Source: an optimization exercise on an open RTL-to-GDS flow (aim: small area and a short achievable clock period). Production flows keep margins and buffers that such runs may drop.
No run shown here included a check of the RTL's function; only the layout flow was run.

## flow/design.v (module list and top-level ports; edited modules follow where they fit)
// module fir: 1340 lines
// module fir_fa: 3 lines
// module fir_ha: 3 lines
module fir(
	input			clk_100k,
	input			rst_n,
	input 	signed [8:0]	samp_in,
	output 	signed [8:0]	fir_out
);
  // ...
==> flow/flow/run.sh <==
#!/bin/bash
# The standard layout (standard.sh), with repair_timing asked to keep a setup margin:
# the constraints are unchanged, the margin only makes the timing repair work harder.
set -euo pipefail
MARGIN=${MARGIN:-11}
sed "s|\"\${@:-finish}\"|SETUP_SLACK_MARGIN=$MARGIN \"\${@:-finish}\"|" standard.sh > margin.sh
grep -q "SETUP_SLACK_MARGIN=$MARGIN" margin.sh
bash margin.sh > layout.log 2>&1
==> flow/standard.sh <==
#!/bin/bash
# synth_recipe.tcl (not shown) runs the flow's synth.tcl, then flattens the netlist and writes it again
# the make line also repeats each setting of config.mk as NAME=value (left out here)
make -C /OpenROAD-flow-scripts/flow DESIGN_CONFIG=/design/flow/config.mk WORK_HOME=/design/flow/orfs CLKGATE_MAP_FILE= SYNTH_SCRIPT=/design/flow/synth_recipe.tcl "${@:-finish}"
==> flow/config.mk <==
export PLATFORM = sky130hd
export DESIGN_NAME = fir
export DESIGN_NICKNAME = fir
export VERILOG_FILES = /design/flow/design.v
export SDC_FILE = /design/flow/constraint.sdc
export NUM_CORES = 4
export LEC_CHECK = 0
export CAP_MARGIN = 20
export CORE_MARGIN = 2
export CORE_UTILIZATION = 65
export CTS_BUF_LIST = sky130_fd_sc_hd__clkbuf_8
export CTS_CLUSTER_DIAMETER = 60
export CTS_CLUSTER_SIZE = 20
export SLEW_MARGIN = 20
export SYNTH_HIERARCHICAL = 1
export SYNTH_MINIMUM_KEEP_SIZE = 0
export TNS_END_PERCENT = 10
==> flow/constraint.sdc <==
create_clock -name core_clock -period 16.0 [get_ports {clk_100k}]
set_input_delay 3.2000 -clock core_clock [delete_from_list [all_inputs] [get_ports {clk_100k}]]
set_output_delay 3.2000 -clock core_clock [all_outputs]
set_load 0.01 [all_outputs]
==> summary.txt, run 1 <==
Logic synthesis
  • Top FF cell, synth: dfrtp_1
  • Post-synth net total: 2358

Timing
  • Fmax: 188 MHz
  • Worst-Margin Slew: 0.991 ns
  • Worst Slack Setup Final: 10.67 ns
  • Tcrit/Tclk final: 0.333
  • Min Tclk post-route: 5.33 ns
  • Worst Hold Margin: 0.361 ns

Detailed routing
  • Vias per inst: 5.63
  • DRC: 0
  • DRT Pass-1 Iters: 5

Worst setup path
  • Setup Crit Path Kind: reg -> reg
  • Reg2reg setup slack: 10.67 ns
  • Crit-path leading delay family: adder cells
  • Crit path DAT: 5.81 ns
  • Critical path endpoint: rq1_18_0

Die
  • DIE AREA: 36200 sq um

Flow run
  • Max-cap violations: 0

Layout
  • Max-area cell class: multi-input gates
  • Fraction of area in multi-input gates: 0.614
  • Seq area share: 0.248
  • Final Util: 0.751
  • Area of the multi-input gates: 15800 sq um
  • Multi-input gates: 1093

GRT
  • GRT Util Overall: 0.325

Run status
  • Status: complete, no violations

Clock network
  • Worst skew pair latency: 0.65 ns
==> run 2, diff against run 1 <==
--- a/flow/design.v
+++ b/flow/design.v
@@ -1013,155 +1013,119 @@
 fir_ha h0_2_ha ({~x0[1]}, {~rq1_4_0}, h0_2_s, h0_2_c);
 wire h0_3_s, h0_3_c;
 fir_fa h0_3_fa (x0[2], {~rq1_5_0}, rq1_5_1, h0_3_s, h0_3_c);
 wire h0_4_s, h0_4_c;
 fir_fa h0_4_fa (x0[3], rq1_6_0, {~rq1_6_1}, h0_4_s, h0_4_c);
 wire h0_5_s, h0_5_c;
 fir_fa h0_5_fa ({~x0[4]}, rq1_7_0, rq1_7_1, h0_5_s, h0_5_c);
 wire h0_6_s, h0_6_c;
-fir_ha h0_6_ha ({~x0[5]}, rq1_8_0, h0_6_s, h0_6_c);
+assign {h0_6_c, h0_6_s} = 1'b1 + {~x0[5]} + rq1_8_0;
 wire h0_7_s, h0_7_c;
-fir_fa h0_7_fa ({~x0[6]}, rq1_9_0, rq1_9_1, h0_7_s, h0_7_c);
+assign {h0_7_c, h0_7_s} = 1'b1 + rq1_9_0 + rq1_9_1;
 wire h0_8_s, h0_8_c;
-fir_fa h0_8_fa ({~x0[7]}, x0[0], rq1_10_0, h0_8_s, h0_8_c);
+fir_fa h0_8_fa ({~x0[6]}, h0_6_c, h0_7_s, h0_8_s, h0_8_c);
 wire h0_9_s, h0_9_c;
-assign {h0_9_c, h0_9_s} = 1'b1 + x0[8] + x0[1];
+assign {h0_9_c, h0_9_s} = 1'b1 + x0[0] + rq1_10_0;
 wire h0_10_s, h0_10_c;
-fir_fa h0_10_fa (rq1_11_0, h0_8_c, h0_9_s, h0_10_s, h0_10_c);
+fir_fa h0_10_fa ({~x0[7]}, h0_7_c, h0_9_s, h0_10_s, h0_10_c);
 wire h0_11_s, h0_11_c;
-assign {h0_11_c, h0_11_s} = 1'b1 + x0[2] + rq1_12_0;
+fir_fa h0_11_fa (x0[8], x0[1], rq1_11_0, h0_11_s, h0_11_c);
 wire h0_12_s, h0_12_c;
-fir_fa h0_12_fa (rq1_12_1, h0_9_c, h0_11_s, h0_12_s, h0_12_c);
+fir_ha h0_12_ha (h0_9_c, h0_11_s, h0_12_s, h0_12_c);
 wire h0_13_s, h0_13_c;
-assign {h0_13_c, h0_13_s} = 1'b1 + x0[3] + rq1_13_0;
+fir_fa h0_13_fa (x0[2], rq1_12_0, rq1_12_1, h0_13_s, h0_13_c);
 wire h0_14_s, h0_14_c;
-fir_fa h0_14_fa ({~rq1_13_1}, h0_11_c, h0_13_s, h0_14_s, h0_14_c);
+fir_fa h0_14_fa (h0_11_c, h0_13_s, h0_12_c, h0_14_s, h0_14_c);
 wire h0_15_s, h0_15_c;
-assign {h0_15_c, h0_15_s} = 1'b0 + rq1_14_0 + rq1_14_1;
+assign {h0_15_c, h0_15_s} = 1'b1 + x0[3] + rq1_13_0;
 wire h0_16_s, h0_16_c;
-fir_fa h0_16_fa (x0[4], h0_13_c, {~h0_15_s}, h0_16_s, h0_16_c);
+fir_fa h0_16_fa ({~rq1_13_1}, h0_13_c, h0_15_s, h0_16_s, h0_16_c);
 wire h0_17_s, h0_17_c;
-assign {h0_17_c, h0_17_s} = 1'b0 + rq1_15_0 + rq1_15_1;
+assign {h0_17_c, h0_17_s} = 1'b0 + rq1_14_0 + rq1_14_1;
 wire h0_18_s, h0_18_c;
-fir_fa h0_18_fa ({~x0[5]}, h0_15_c, h0_17_s, h0_18_s, h0_18_c);
+fir_fa h0_18_fa (x0[4], h0_15_c, {~h0_17_s}, h0_18_s, h0_18_c);
 wire h0_19_s, h0_19_c;
-assign {h0_19_c, h0_19_s} = 1'b0 + rq1_16_0 + rq1_16_1;
+assign {h0_19_c, h0_19_s} = 1'b0 + rq1_15_0 + rq1_15_1;
 wire h0_20_s, h0_20_c;
-fir_fa h0_20_fa ({~x0[6]}, h0_17_c, h0_19_s, h0_20_s, h0_20_c);
+fir_fa h0_20_fa ({~x0[5]}, h0_17_c, h0_19_s, h0_20_s, h0_20_c);
 wire h0_21_s, h0_21_c;
-assign {h0_21_c, h0_21_s} = 1'b1 + x0[7] + rq1_17_1;
+fir_fa h0_21_fa ({~x0[6]}, rq1_16_0, rq1_16_1, h0_21_s, h0_21_c);
 wire h0_22_s, h0_22_c;
-fir_fa h0_22_fa (rq1_17_0, h0_19_c, {~h0_21_s}, h0_22_s, h0_22_c);
+fir_ha h0_22_ha ({~h0_19_c}, {~h0_21_s}, h0_22_s, h0_22_c);
 wire h0_23_s, h0_23_c;
-assign {h0_23_c, h0_23_s} = 1'b1 + {~x0[8]} + rq1_18_0;
+assign {h0_23_c, h0_23_s} = 1'b1 + x0[7] + rq1_17_1;
 wire h0_24_s, h0_24_c;
-fir_ha h0_24_ha (h0_21_c, h0_23_s, h0_24_s, h0_24_c);
+fir_fa h0_24_fa (rq1_17_0, h0_21_c, {~h0_23_s}, h0_24_s, h0_24_c);
 wire h0_25_s, h0_25_c;
-fir_fa h0_25_fa (rq1_19_0, rq1_19_1, h0_23_c, h0_25_s, h0_25_c);
+assign {h0_25_c, h0_25_s} = 1'b1 + {~x0[8]} + rq1_18_0;
 wire h0_26_s, h0_26_c;
-assign {h0_26_c, h0_26_s} = 1'b1 + rq1_20_0 + rq1_20_1;
+fir_ha h0_26_ha (h0_23_c, h0_25_s, h0_26_s, h0_26_c);
 wire h0_27_s, h0_27_c;
-assign {h0_27_c, h0_27_s} = 1'b1 + rq1_21_0 + rq1_21_1;
+fir_fa h0_27_fa (rq1_19_0, rq1_19_1, h0_25_c, h0_27_s, h0_27_c);
 wire h0_28_s, h0_28_c;
-assign {h0_28_c, h0_28_s} = 1'b1 + rq1_22_0 + rq1_22_1;
+assign {h0_28_c, h0_28_s} = 1'b1 + rq1_20_0 + rq1_20_1;
 wire h0_29_s, h0_29_c;
-assign {h0_29_c, h0_29_s} = 1'b1 + rq1_23_0 + rq1_23_1;
-wire h0_30_s = 1'b1 ^ rq1_24_0 ^ h0_29_c;
-wire [24:0] e0 = {h0_30_s, h0_28_c, h0_27_c, h0_26_c, h0_26_s, h0_24_c, h0_24_s, {~h0_20_c}, {~h0_18_c}, h0_16_c, h0_14_c, h0_12_c, h0_10_c, h0_10_s, h0_7_c, h0_6_c, h0_6_s, {~h0_4_c}, {~h0_3_c}, h0_2_c, h0_2_s, rq1_3_0, rq1_2_0, rq1_1_0, rq1_0_0} + {1'b0, h0_29_s, h0_28_s, h0_27_s, h0_25_c, h0_25_s, {~h0_22_c}, {~h0_22_s}, {~h0_20_s}, {~h0_18_s}, h0_16_s, h0_14_s, h0_12_s, 1'b0, h0_8_s, h0_7_s, h0_5_c, h0_5_s, {~h0_4_s}, {~h0_3_s}, {~h0_1_c}, {~h0_1_s}, 1'b0, 1'b0, 1'b0};
-reg [13:0] tl;
-always @* begin
-	case (samp_in[3:0])
-	4'd0: tl = 14'd0;
-	4'd1: tl = 14'd786;
-	4'd2: tl = 14'd1572;
-	4'd3: tl = 14'd2358;
-	4'd4: tl = 14'd3144;
-	4'd5: tl = 14'd3930;
-	4'd6: tl = 14'd4716;
-	4'd7: tl = 14'd5502;
-	4'd8: tl = 14'd6288;
-	4'd9: tl = 14'd7074;
-	4'd10: tl = 14'd7860;
-	4'd11: tl = 14'd8646;
-	4'd12: tl = 14'd9432;
-	4'd13: tl = 14'd10218;
-	4'd14: tl = 14'd11004;
-	4'd15: tl = 14'd11790;
-	endcase
-end
-reg [14:0] th;
-always @* begin
-	case (samp_in[8:4])
-	5'd0: th = 15'd16384;
-	5'd1: th = 15'd17170;
-	5'd2: th = 15'd17956;
-	5'd3: th = 15'd18742;
-	5'd4: th = 15'd19528;
-	5'd5: th = 15'd20314;
-	5'd6: th = 15'd21100;
-	5'd7: th = 15'd21886;
-	5'd8: th = 15'd22672;
-	5'd9: th = 15'd23458;
-	5'd10: th = 15'd24244;
-	5'd11: th = 15'd25030;
-	5'd12: th = 15'd25816;
-	5'd13: th = 15'd26602;
-	5'd14: th = 15'd27388;
-	5'd15: th = 15'd28174;
-	5'd16: th = 15'd3808;
-	5'd17: th = 15'd4594;
-	5'd18: th = 15'd5380;
-	5'd19: th = 15'd6166;
-	5'd20: th = 15'd6952;
-	5'd21: th = 15'd7738;
-	5'd22: th = 15'd8524;
-	5'd23: th = 15'd9310;
-	5'd24: th = 15'd10096;
-	5'd25: th = 15'd10882;
-	5'd26: th = 15'd11668;
-	5'd27: th = 15'd12454;
-	5'd28: th = 15'd13240;
-	5'd29: th = 15'd14026;
-	5'd30: th = 15'd14812;
-	5'd31: th = 15'd15598;
-	endcase
-end
+assign {h0_29_c, h0_29_s} = 1'b1 + rq1_21_0 + rq1_21_1;
+wire h0_30_s, h0_30_c;
+assign {h0_30_c, h0_30_s} = 1'b1 + rq1_22_0 + rq1_22_1;
+wire h0_31_s, h0_31_c;
+assign {h0_31_c, h0_31_s} = 1'b1 + rq1_23_0 + rq1_23_1;
+wire h0_32_s = 1'b1 ^ rq1_24_0 ^ h0_31_c;
+wire [24:0] e0 = {h0_32_s, h0_30_c, h0_29_c, h0_28_c, h0_28_s, h0_26_c, h0_26_s, h0_22_c, h0_22_s, h0_18_c, h0_16_c, h0_16_s, h0_14_s, h0_12_s, h0_8_c, h0_8_s, h0_5_c, {~h0_4_c}, {~h0_3_c}, h0_2_c, h0_2_s, rq1_3_0, rq1_2_0, rq1_1_0, rq1_0_0} + {1'b0, h0_31_s, h0_30_s, h0_29_s, h0_27_c, h0_27_s, {~h0_24_c}, {~h0_24_s}, {~h0_20_c}, {~h0_20_s}, h0_18_s, h0_14_c, 1'b0, h0_10_c, h0_10_s, 1'b0, h0_6_s, h0_5_s, {~h0_4_s}, {~h0_3_s}, {~h0_1_c}, {~h0_1_s}, 1'b0, 1'b0, 1'b0};
+wire g_1_s, g_1_c;
+fir_fa g_1_fa (e0[4], samp_in[3], samp_in[0], g_1_s, g_1_c);
+wire g_2_s, g_2_c;
+fir_fa g_2_fa (e0[5], samp_in[4], samp_in[1], g_2_s, g_2_c);
+wire g_3_s, g_3_c;
+fir_fa g_3_fa (e0[6], samp_in[5], samp_in[2], g_3_s, g_3_c);
 wire g_4_s, g_4_c;
-fir_fa g_4_fa (e0[4], tl[4], th[0], g_4_s, g_4_c);
+fir_fa g_4_fa (e0[7], samp_in[6], samp_in[3], g_4_s, g_4_c);
 wire g_5_s, g_5_c;
-fir_fa g_5_fa (e0[5], tl[5], th[1], g_5_s, g_5_c);
+fir_fa g_5_fa (e0[8], samp_in[7], samp_in[4], g_5_s, g_5_c);
 wire g_6_s, g_6_c;
-fir_fa g_6_fa (e0[6], tl[6], th[2], g_6_s, g_6_c);
+fir_fa g_6_fa ({~samp_in[0]}, g_4_c, g_5_s, g_6_s, g_6_c);
 wire g_7_s, g_7_c;
-fir_fa g_7_fa (e0[7], tl[7], th[3], g_7_s, g_7_c);
+fir_fa g_7_fa (e0[9], {~samp_in[8]}, samp_in[5], g_7_s, g_7_c);
 wire g_8_s, g_8_c;
-fir_fa g_8_fa (e0[8], tl[8], th[4], g_8_s, g_8_c);
+fir_fa g_8_fa ({~samp_in[1]}, g_5_c, g_7_s, g_8_s, g_8_c);
 wire g_9_s, g_9_c;
-fir_fa g_9_fa (e0[9], tl[9], th[5], g_9_s, g_9_c);
+fir_fa g_9_fa (e0[10], samp_in[6], samp_in[0], g_9_s, g_9_c);
 wire g_10_s, g_10_c;
-fir_fa g_10_fa (e0[10], tl[10], th[6], g_10_s, g_10_c);
+fir_fa g_10_fa ({~samp_in[2]}, g_7_c, g_9_s, g_10_s, g_10_c);
 wire g_11_s, g_11_c;
-fir_fa g_11_fa (e0[11], tl[11], th[7], g_11_s, g_11_c);
+fir_fa g_11_fa (e0[11], samp_in[7], samp_in[1], g_11_s, g_11_c);
 wire g_12_s, g_12_c;
-fir_fa g_12_fa (e0[12], tl[12], th[8], g_12_s, g_12_c);
+fir_fa g_12_fa ({~samp_in[3]}, g_9_c, g_11_s, g_12_s, g_12_c);
 wire g_13_s, g_13_c;
-fir_fa g_13_fa (e0[13], tl[13], th[9], g_13_s, g_13_c);
+fir_fa g_13_fa ({~e0[12]}, samp_in[8], samp_in[4], g_13_s, g_13_c);
 wire g_14_s, g_14_c;
-fir_ha g_14_ha (e0[14], th[10], g_14_s, g_14_c);
+fir_fa g_14_fa (samp_in[2], g_11_c, {~g_13_s}, g_14_s, g_14_c);
 wire g_15_s, g_15_c;
-fir_ha g_15_ha (e0[15], th[11], g_15_s, g_15_c);
+fir_fa g_15_fa (e0[13], {~samp_in[5]}, samp_in[3], g_15_s, g_15_c);
 wire g_16_s, g_16_c;
-fir_ha g_16_ha (e0[16], th[12], g_16_s, g_16_c);
+fir_ha g_16_ha ({~g_13_c}, g_15_s, g_16_s, g_16_c);
 wire g_17_s, g_17_c;
-fir_ha g_17_ha (e0[17], th[13], g_17_s, g_17_c);
+fir_fa g_17_fa (e0[14], {~samp_in[6]}, samp_in[4], g_17_s, g_17_c);
 wire g_18_s, g_18_c;
-fir_ha g_18_ha (e0[18], th[14], g_18_s, g_18_c);
-wire [24:0] fa = {e0[24], e0[23], e0[22], e0[21], e0[20], e0[19], g_18_s, g_17_s, g_16_s, g_15_s, g_14_s, g_13_s, g_12_s, g_11_s, g_10_s, g_9_s, g_8_s, g_7_s, g_6_s, g_5_s, g_4_s, e0[3], e0[2], e0[1], e0[0]};
-wire [24:0] fb = {1'b0, 1'b0, 1'b0, 1'b0, 1'b0, g_18_c, g_17_c, g_16_c, g_15_c, g_14_c, g_13_c, g_12_c, g_11_c, g_10_c, g_9_c, g_8_c, g_7_c, g_6_c, g_5_c, g_4_c, 1'b0, tl[3], tl[2], tl[1], tl[0]};
+fir_fa g_18_fa (g_15_c, g_17_s, g_16_c, g_18_s, g_18_c);
+wire g_19_s, g_19_c;
+fir_fa g_19_fa (e0[15], {~samp_in[7]}, samp_in[5], g_19_s, g_19_c);
+wire g_20_s, g_20_c;
+fir_ha g_20_ha (g_17_c, g_19_s, g_20_s, g_20_c);
+wire g_21_s, g_21_c;
+fir_fa g_21_fa (e0[16], samp_in[8], samp_in[6], g_21_s, g_21_c);
+wire g_22_s, g_22_c;
+fir_fa g_22_fa (g_19_c, g_21_s, g_20_c, g_22_s, g_22_c);
+wire g_23_s, g_23_c;
+fir_fa g_23_fa (e0[17], samp_in[7], g_21_c, g_23_s, g_23_c);
+wire g_24_s, g_24_c;
+fir_ha g_24_ha (e0[18], {~samp_in[8]}, g_24_s, g_24_c);
+wire [24:0] fa = {e0[24], e0[23], e0[22], e0[21], e0[20], e0[19], g_24_s, g_23_s, g_22_s, g_20_s, g_18_s, g_16_s, g_12_c, g_10_c, g_8_c, g_6_c, g_6_s, g_3_c, g_2_c, g_1_c, g_1_s, e0[3], e0[2], e0[1], e0[0]};
+wire [24:0] fb = {1'b0, 1'b0, 1'b0, 1'b0, 1'b0, g_24_c, g_23_c, g_22_c, 1'b0, g_18_c, 1'b0, g_14_c, g_14_s, g_12_s, g_10_s, g_8_s, 1'b0, g_4_s, g_3_s, g_2_s, 1'b0, samp_in[2], samp_in[1], samp_in[0], 1'b0};
 wire [16:0] lo = {1'b0, fa[15:0]} + {1'b0, fb[15:0]};
 wire [8:0] hs = fa[24:16] + fb[24:16];
 reg [8:0] oh;
 reg oc;
 always @(posedge clk_100k or negedge rst_n) begin
 	if (!rst_n) begin
 		x0 <= 9'd0; x1 <= 9'd0; x2 <= 9'd0; x3 <= 9'd0; x4 <= 9'd0; x5 <= 9'd0; x6 <= 9'd0; x7 <= 9'd0; x8 <= 9'd0; x9 <= 9'd0; x10 <= 9'd0; x11 <= 9'd0; x12 <= 9'd0; x13 <= 9'd0; x14 <= 9'd0; x15 <= 9'd0; x16 <= 9'd0; x17 <= 9'd0;
 		rq2_0_0 <= 1'b0;
--- a/flow/config.mk
+++ b/flow/config.mk
@@ -5,13 +5,13 @@
 export SDC_FILE = /design/flow/constraint.sdc
 export NUM_CORES = 4
 export LEC_CHECK = 0
 export CAP_MARGIN = 20
 export CORE_MARGIN = 2
 export CORE_UTILIZATION = 65
 export CTS_BUF_LIST = sky130_fd_sc_hd__clkbuf_8
 export CTS_CLUSTER_DIAMETER = 60
-export CTS_CLUSTER_SIZE = 20
+export CTS_CLUSTER_SIZE = 16
 export SLEW_MARGIN = 20
 export SYNTH_HIERARCHICAL = 1
 export SYNTH_MINIMUM_KEEP_SIZE = 0
 export TNS_END_PERCENT = 10
==> summary.txt, run 2 <==
Clock network
  • Clock Path Buffers: 3 (unchanged)
  • Worst-path clk slew: 0.09 ns (was 0.10 ns)
  • Clk root buf: clkbuf_8 (unchanged)
  • Hold buffers post-CTS: 0 (unchanged)
  • H-tree Lvls: 1 (unchanged)
  • Worst skew pair latency: 0.62 ns (was 0.65 ns)
  • CTS tree: built (unchanged)
  • Number of buffers created by CTS: 25 (was 27)
  • Sink Count: 254 (unchanged)

Timing
  • Setup TNS: 0 ns (unchanged)
  • Worst slew margin: 0.390 (was 0.335)
  • Fmax: 191 MHz (was 188 MHz)
  • Min Tclk post-route: 5.23 ns (was 5.33 ns)
  • Pins over their slew limit: 0 (unchanged)
  • Finish-stage setup viols: 0 (unchanged)
  • Clock Skew: 0.0323 ns (was 0.0656 ns)
  • Worst Hold Margin: 0.356 ns (was 0.361 ns)
  • Final hold violation count: 0 (unchanged)
  • Worst-Margin Slew: 0.911 ns (was 0.991 ns)
  • RSZ-0062 raised after global routing: yes (unchanged)
  • Tcrit/Tclk final: 0.327 (was 0.333)

Logic synthesis
  • Gate Count Post-Synth: 1566 (was 1672)
  • Post-synth EDFFs: 0 (unchanged)
  • Cell with the most instances after synthesis: fa_1 (unchanged)
  • Largest family of logic cells by synthesized area: adder cells (unchanged)
  • Ys async rst share: 1.00 (unchanged)
  • Commonest cells in the netlist: fa_1, inv_1, dfrtp_1, ha_1, xnor2_1 (was fa_1, inv_1, dfrtp_1, ha_1, a21oi_1)
  • Simple-Gate Fraction of Synth Area: 0.0222 (was 0.0210)
  • Top FF cell, synth: dfrtp_1 (unchanged)
  • Mapped Avg Cell Area: 14.1 sq um (was 13.5 sq um)
  • Synth Area in Compound Gates: 0.0478 (was 0.0611)
  • Mux share of post-synthesis cell area: 0 (was 0.00233)
  • Synthesized cell area: 22000 sq um (was 22600 sq um)
  • Yosys cell types: 48 (was 59)
  • Post-synth net total: 2243 (was 2358)
  • XOR/XNOR Fraction of Synth Area: 0.0361 (was 0.0387)
  • Seq/Total Area, Yosys: 0.290 (was 0.283)
  • Yosys reg bits: 254 (unchanged)
  • Area contributors post-synth: fa_1, dfrtp_1, ha_1 (unchanged)
  • Yosys warns: 7 (unchanged)
  • Top cell type's share of synthesized area: 0.463 (was 0.441)
  • Synth area leader: fa_1 (unchanged)
  • Post-Synth Adder-Cell Area: 0.552 (was 0.539)

Layout
  • Most frequent cells in the layout: fa_1, inv_1, dfrtp_1 (unchanged)
  • Share of cells above drive strength 1: 0.222 (was 0.211)
  • Commonest non-fill, non-tap cell in the layout: fa_1 (unchanged)
  • Fill count: 2055 (was 2138)
  • Finished Cell Area: 25400 sq um (was 25800 sq um)
  • Layout overhead on the synthesized area: 15.2% (was 14.4%)
  • Final Util: 0.758 (was 0.751)
  • Finished Layout Cells: 2194 (was 2308)
  • Diodes inserted: 0 (unchanged)
  • Layout net count: 2405 (was 2518)

GRT
  • GRT Util Overall: 0.331 (was 0.325)
  • GRT Residual Overflow: 0 (unchanged)
  • Antenna violations before repair: 0 (was 2)
  • Vias in the first global route: 14700 (was 15000)
  • Largest net degree at the start of global routing: 114 (was 80)
  • First-pass GRT wire length: 84.5 mm (was 84.6 mm)

Die
  • Io pins: 20 (unchanged)
  • Initial core utilization: 0.658 (was 0.657)
  • # rows: 67 (was 68)
  • Core area: 33400 sq um (was 34400 sq um)
  • DIE AREA: 35400 sq um (was 36200 sq um)
  • DIE HEIGHT: 188 um (was 190 um)
  • Die X: 188 um (was 190 um)

Worst setup path
  • CP Launch Type: register (unchanged)
  • Crit path DAT: 5.76 ns (was 5.81 ns)
  • Critical path peak fanout: 2 (was 5)
  • Crit path required time: 16.53 ns (was 16.48 ns)
  • Setup Crit Path Kind: reg -> reg (unchanged)
  • FF-to-FF path depth: 18 (was 17)
  • Critical path endpoint category: register (unchanged)

Detailed routing
  • Detailed Route Iter0 Violations: 547 (was 720)
  • Vias per inst: 5.64 (was 5.63)
  • Vias after detailed routing: 12400 (was 13000)
  • DRT antenna net count: 0 (unchanged)
  • DRT Pass-1 Iters: 5 (unchanged)
  • DRC: 0 (unchanged)
  • WL final: 54.2 mm (was 54.7 mm)
  • Post-DR wirelength/cell: 24.7 um (was 23.7 um)

Hold path
  • Hold crit path type: reg -> reg (unchanged)
  • Hold path cells: 0 (unchanged)

Flow run
  • Max-cap violations: 0 (unchanged)

Placed design
  • GP Congestion: 0.954 (was 0.957)
  • Detailed Place HPWL: 42.9 mm (was 43.4 mm)
  • IO Port Bufs: 19 (unchanged)
  • Post-placement cell count: 2052 (was 2176)
  • Post-DP Area: 23100 sq um (was 23600 sq um)

Run status
  • Status: complete, no violations (unchanged)
## run 2: changes by cell type in the layout (fill, tap and decap cells not counted), moves of 7 or more
cell,change
xnor2_1,-14
nand2_1,-14
ha_4,-7
inv_12,-7
buf_4,-7
o21ai_0,-7
xnor2_4,+11
fa_2,+15
o21bai_2,-10
a21oi_1,-21
ha_1,-14
inv_1,-16
o211ai_1,-9
## run 2: final timing paths
path                         from       end  slack (ns)
setup / recovery            x0[0]  rq1_11_0       10.77
hold / removal             x12[7]    x13[7]        0.36
setup reg to reg            x0[0]  rq1_11_0       10.77
hold reg to reg            x12[7]    x13[7]        0.36
max in group asynchronous   rst_n     x3[1]       11.39
min in group asynchronous   rst_n     oh[6]        2.62
## run 2: through the flow
stage	setup slack, ns
detailed placement	10.01
floorplan	10.90
global placement	10.09
CTS	10.71
finish	10.77
global route	10.62
## run 2: critical path, stage by stage (launching register included)
cell     delay [ns]
dfrtp_2        0.46
ha_4           0.18
fa_2           0.45
a21oi_2        0.15
nor2_1         0.06
nor2_2         0.12
buf_4          0.16
xnor2_4        0.13
inv_1          0.08
fa_1           0.43
fa_2           0.40
fa_1           0.52
inv_2          0.04
fa_1           0.53
inv_1          0.05
fa_1           0.48
inv_1          0.05
fa_2           0.35
fa_2           0.52
## run 2: cell type report
cell class / count / area, sq um / area share
Sequential cell: 254 / 6400 / 0.252
Timing Repair Buffer: 136 / 1130 / 0.0447
Multi-Input combinational cell: 1010 / 15600 / 0.614
Clock inverter: 15 / 134 / 0.00528
Clock buffer: 30 / 413 / 0.0163
Inverter: 301 / 1140 / 0.0451
Tap cell: 448 / 561 / 0.0221
## run 2: cell families (layout without fill, tap and decap cells)
kind of cell / Yosys count / after routing
xor+xnor: 90 / 90
buf+inv: 302 / 482
flops: 254 / 254
simple gates: 92 / 92
fa+ha+maj: 666 / 666
compound gates: 162 / 162
## run 2: per-layer routing
metal,vias to the layer above,track usage,routed length [um],part of all wire
met4,0,0.132,2680,0.049
met2,402,0.599,29200,0.54
met3,165,0.0429,2330,0.043
li1,5160,-,-,-
met5,-,0,0,0
met1,6650,0.407,20000,0.37
## run 2: repair_timing
action,in CTS,in global routing
setup buffers,76,21
setup endpoints to repair,146,58
gates resized for setup,177,38
pin swaps,83,23
## run 2: modules after synthesis, one instance, submodules excluded
module / area, sq um / flops+latches / copies in the design / cells
fir: 11900 / 254 / 1 / 1054
fir_fa: 20.0 / 0 / 499 / 1
fir_ha: 12.5 / 0 / 13 / 1
==> run 3, diff against run 2 <==
==> flow/flow/run.sh (replaced) <==
#!/bin/bash
# The standard layout (standard.sh), with repair_timing asked to keep a setup margin:
# the constraints are unchanged, the margin only makes the timing repair work harder.
set -euo pipefail
MARGIN=${MARGIN:-11.3}
sed "s|\"\${@:-finish}\"|SETUP_SLACK_MARGIN=$MARGIN \"\${@:-finish}\"|" standard.sh > margin.sh
grep -q "SETUP_SLACK_MARGIN=$MARGIN" margin.sh
bash margin.sh > layout.log 2>&1
==> summary.txt, run 3 <==
Timing
  • Final hold violation count: 0 (unchanged)
  • Min Tclk post-route: 5.23 ns (about the same)
  • Setup TNS: 0 ns (unchanged)
  • Pins over their slew limit: 0 (unchanged)
  • Finish-stage setup viols: 0 (unchanged)
  • Clock Skew: 0.0401 ns (was 0.0323 ns)
  • Tcrit/Tclk final: 0.327 (about the same)
  • RSZ-0062 raised after global routing: yes (unchanged)
  • Worst slew margin: 0.381 (was 0.390)
  • Worst-Margin Slew: 0.925 ns (was 0.911 ns)
  • Fmax: 191 MHz (about the same)

Logic synthesis
  • Seq/Total Area, Yosys: 0.290 (unchanged)
  • Ys async rst share: 1.00 (unchanged)
  • Gate Count Post-Synth: 1566 (unchanged)
  • Yosys reg bits: 254 (unchanged)
  • Mapped Avg Cell Area: 14.1 sq um (unchanged)
  • Post-synth net total: 2243 (unchanged)
  • Synthesized cell area: 22000 sq um (unchanged)
  • Top FF cell, synth: dfrtp_1 (unchanged)
  • Top cell type's share of synthesized area: 0.463 (unchanged)
  • Area contributors post-synth: fa_1, dfrtp_1, ha_1 (unchanged)
  • Post-synth EDFFs: 0 (unchanged)
  • Cell with the most instances after synthesis: fa_1 (unchanged)
  • Synth area leader: fa_1 (unchanged)
  • Yosys warns: 7 (unchanged)
  • Yosys cell types: 48 (unchanged)
  • Commonest cells in the netlist: fa_1, inv_1, dfrtp_1, ha_1, xnor2_1 (unchanged)

Clock network
  • Sink Count: 254 (unchanged)
  • Clock Path Buffers: 3 (unchanged)
  • CTS tree: built (unchanged)
  • H-tree Lvls: 1 (unchanged)
  • Worst-path clk slew: 0.10 ns (was 0.09 ns)
  • Hold buffers post-CTS: 0 (unchanged)
  • Number of buffers created by CTS: 26 (was 25)
  • Worst skew pair latency: 0.62 ns (about the same)
  • Clk root buf: clkbuf_8 (unchanged)

Detailed routing
  • Vias per inst: 5.64 (about the same)
  • WL final: 54.2 mm (about the same)
  • Post-DR wirelength/cell: 24.5 um (was 24.7 um)
  • DRT Pass-1 Iters: 5 (unchanged)
  • DRC: 0 (unchanged)
  • Vias after detailed routing: 12500 (was 12400)
  • Detailed Route Iter0 Violations: 703 (was 547)
  • DRT antenna net count: 0 (unchanged)

Worst setup path
  • Reg2reg setup slack: 10.77 ns (about the same)
  • Critical path's most frequent cell: fa_1
  • Crit-path leading delay family: adder cells (unchanged)
  • Crit path DAT: 5.71 ns (was 5.76 ns)
  • Critical path endpoint category: register (unchanged)
  • Crit path required time: 16.48 ns (was 16.53 ns)
  • Buffers plus inverters on the worst setup path: 4 (was 5)
  • Critical path peak fanout: 3 (was 2)
  • Critical Path Max Stage Delay: 0.58 ns (was 0.53 ns)
  • Setup Crit Path Kind: reg -> reg (unchanged)
  • Critical-path cell list: ha_2 -> inv_1 -> fa_2 -> nor2b_1 -> o21ai_1 -> a21boi_1 -> o21ai_1 -> nand2b_1 -> buf_12 -> buf_12 -> xor2_4 -> fa_1 -> fa_1 -> fa_1 -> fa_1 -> inv_1 -> fa_1 -> fa_1 (was ha_4 -> fa_2 -> a21oi_2 -> nor2_1 -> nor2_2 -> buf_4 -> xnor2_4 -> inv_1 -> fa_1 -> fa_2 -> fa_1 -> inv_2 -> fa_1 -> inv_1 -> fa_1 -> inv_1 -> fa_2 -> fa_2)
  • CP Launch Type: register (unchanged)
  • CP max stage cell: fa_1 (unchanged)

Layout
  • Diodes inserted: 0 (unchanged)
  • Layout net count: 2422 (was 2405)
  • Commonest non-fill, non-tap cell in the layout: fa_1 (unchanged)
  • Final Util: 0.764 (was 0.758)
  • Layout overhead on the synthesized area: 16.1% (was 15.2%)
  • Most frequent cells in the layout: fa_1, inv_1, dfrtp_1 (unchanged)
  • Finished Layout Cells: 2212 (was 2194)
  • Share of cells above drive strength 1: 0.223 (was 0.222)

Die
  • DIE HEIGHT: 188 um (unchanged)
  • Initial core utilization: 0.658 (unchanged)
  • Core area: 33400 sq um (unchanged)
  • Io pins: 20 (unchanged)
  • DIE AREA: 35400 sq um (unchanged)
  • # rows: 67 (unchanged)
  • Die X: 188 um (unchanged)

Placed design
  • Post-placement cell count: 2052 (unchanged)
  • GP Congestion: 0.996 (was 0.954)
  • Detailed Place HPWL: 42.7 mm (was 42.9 mm)
  • IO Port Bufs: 19 (unchanged)

Run status
  • Status: complete, no violations (unchanged)

GRT
  • GRT Util Overall: 0.330 (was 0.331)
  • Vias in the first global route: 14500 (was 14700)
  • Antenna violations before repair: 1 (was 0)
  • Largest net degree at the start of global routing: 144 (was 114)
  • First-pass GRT wire length: 84.0 mm (was 84.5 mm)
  • GRT Residual Overflow: 0 (unchanged)

Flow run
  • Max-cap violations: 0 (unchanged)

Hold path
  • Hold crit path type: reg -> reg (unchanged)
run 3: cell counts after synthesis:
Identical to the previous run, type by type.
run 3: cells by family (layout without fill, tap and decap cells):
logic type                 count (synthesis)  count (layout)  share of synthesized area
and+or+nand+nor                           92              92                     0.0222
AOI/OAI and AO/OA                        162             162                     0.0478
adders and majority gates                666             666                      0.552
xor gates and xnor gates                  90              90                     0.0361
buffers and inverters                    302             500                     0.0518
DFF                                      254             254                      0.290
run 3: timing repair:
action | in CTS | in global routing
cloned | 0 | 0
pin swaps | 93 | 36
setup endpoints to repair | 78 | 70
buffers inserted | 93 | 20
resized for setup | 182 | 26
run 3: final timing paths:
kind,endpoint,startpoint,cells past startpoint
worst max-delay path,rq1_11_0,x2[0],18
worst min-delay path,x13[8],x12[8],0
worst max register to register,rq1_11_0,x2[0],18
worst min register to register,x13[8],x12[8],0
max in group asynchronous,x4[5],rst_n,2
min in group asynchronous,oh[8],rst_n,1
run 3: final cells by class:
| class | instances | area (sq um) |
|---|---|---|
| tap | 448 | 561 |
| inverter | 301 | 1140 |
| fill | 2037 | 7880 |
| timing repair buffer | 152 | 1300 |
| sequential | 254 | 6400 |
| clock inverter | 21 | 200 |
| clock buffer | 26 | 358 |
| multi-input combinational | 1010 | 15600 |
run 3: through the flow:
stage | setup slack [ns] | hold WS [ns] | area [sq um]
3_5_place_dp | 10.03 | 0.335 | 23200
5_1_grt | 10.57 | 0.370 | 25600
4_1_cts | 10.77 | 0.357 | 25300
2_1_floorplan | 10.90 | 0.331 | 22300
3_3_place_gp | 10.09 | 0.333 | 23200
6_report | 10.77 | 0.357 | 25600
run 3: worst register-to-register path, stage by stage (launching register included):
cell      delay, ns
dfrtp_1        0.38
ha_2           0.19
inv_1          0.06
fa_2           0.36
nor2b_1        0.12
o21ai_1        0.10
a21boi_1       0.22
o21ai_1        0.11
nand2b_1       0.12
buf_12         0.13
buf_12         0.10
xor2_4         0.25
fa_1           0.49
fa_1           0.58
fa_1           0.44
fa_1           0.49
inv_1          0.05
fa_1           0.51
fa_1           0.41
run 3: layer usage:
layer  up-vias  part of all wire  global-route usage
met3       149             0.046              0.0341
met4         0             0.055               0.159
li1       5204                 -                   -
met1      6723              0.37               0.416
met5         -                 0                   0
met2       398              0.53               0.578
run 3: per-module statistics from Yosys (local to each module, per instance):
module  cells inside  copies in the design  flip-flops and latches  cell area, sq um
fir_fa             1                   499                       0              20.0
fir_ha             1                    13                       0              12.5
fir             1054                     1                     254             11900

afterwards: timing with drivers on the ports:
The results above use ideal ports. As a check the final layouts listed here were re-extracted and re-timed, cells and wires unchanged.
Step 1 assumes that a clkbuf_16 drives the clock port and a buf_2 every other input.
Step 2 adds t to the input delays and takes it off the output delays; t is the mean of the earliest and latest rising clock arrival at the registers after step 1. Input paths then give back, and output paths get back, about the clock's delay inside the block.
Slacks: ideal / step 1 / step 2; pairs: ideal / step 1.
run | t, ns | slack for setup (ns) | worst hold slack (ns)
run 1 | 0.668 | 10.674 / 10.653 / 10.113 | 0.361 / 0.361 / 0.361
run 2 | 0.659 | 10.771 / 10.754 / 10.317 | 0.356 / 0.356 / 0.356
run 3 | 0.652 | 10.768 / 10.768 / 10.187 | 0.357 / 0.357 / 0.357
After both steps every run listed still meets setup and hold. For run 3, which loses most, drivers alone change the setup slack by 0.000 ns; drivers and shift together by -0.581 ns.
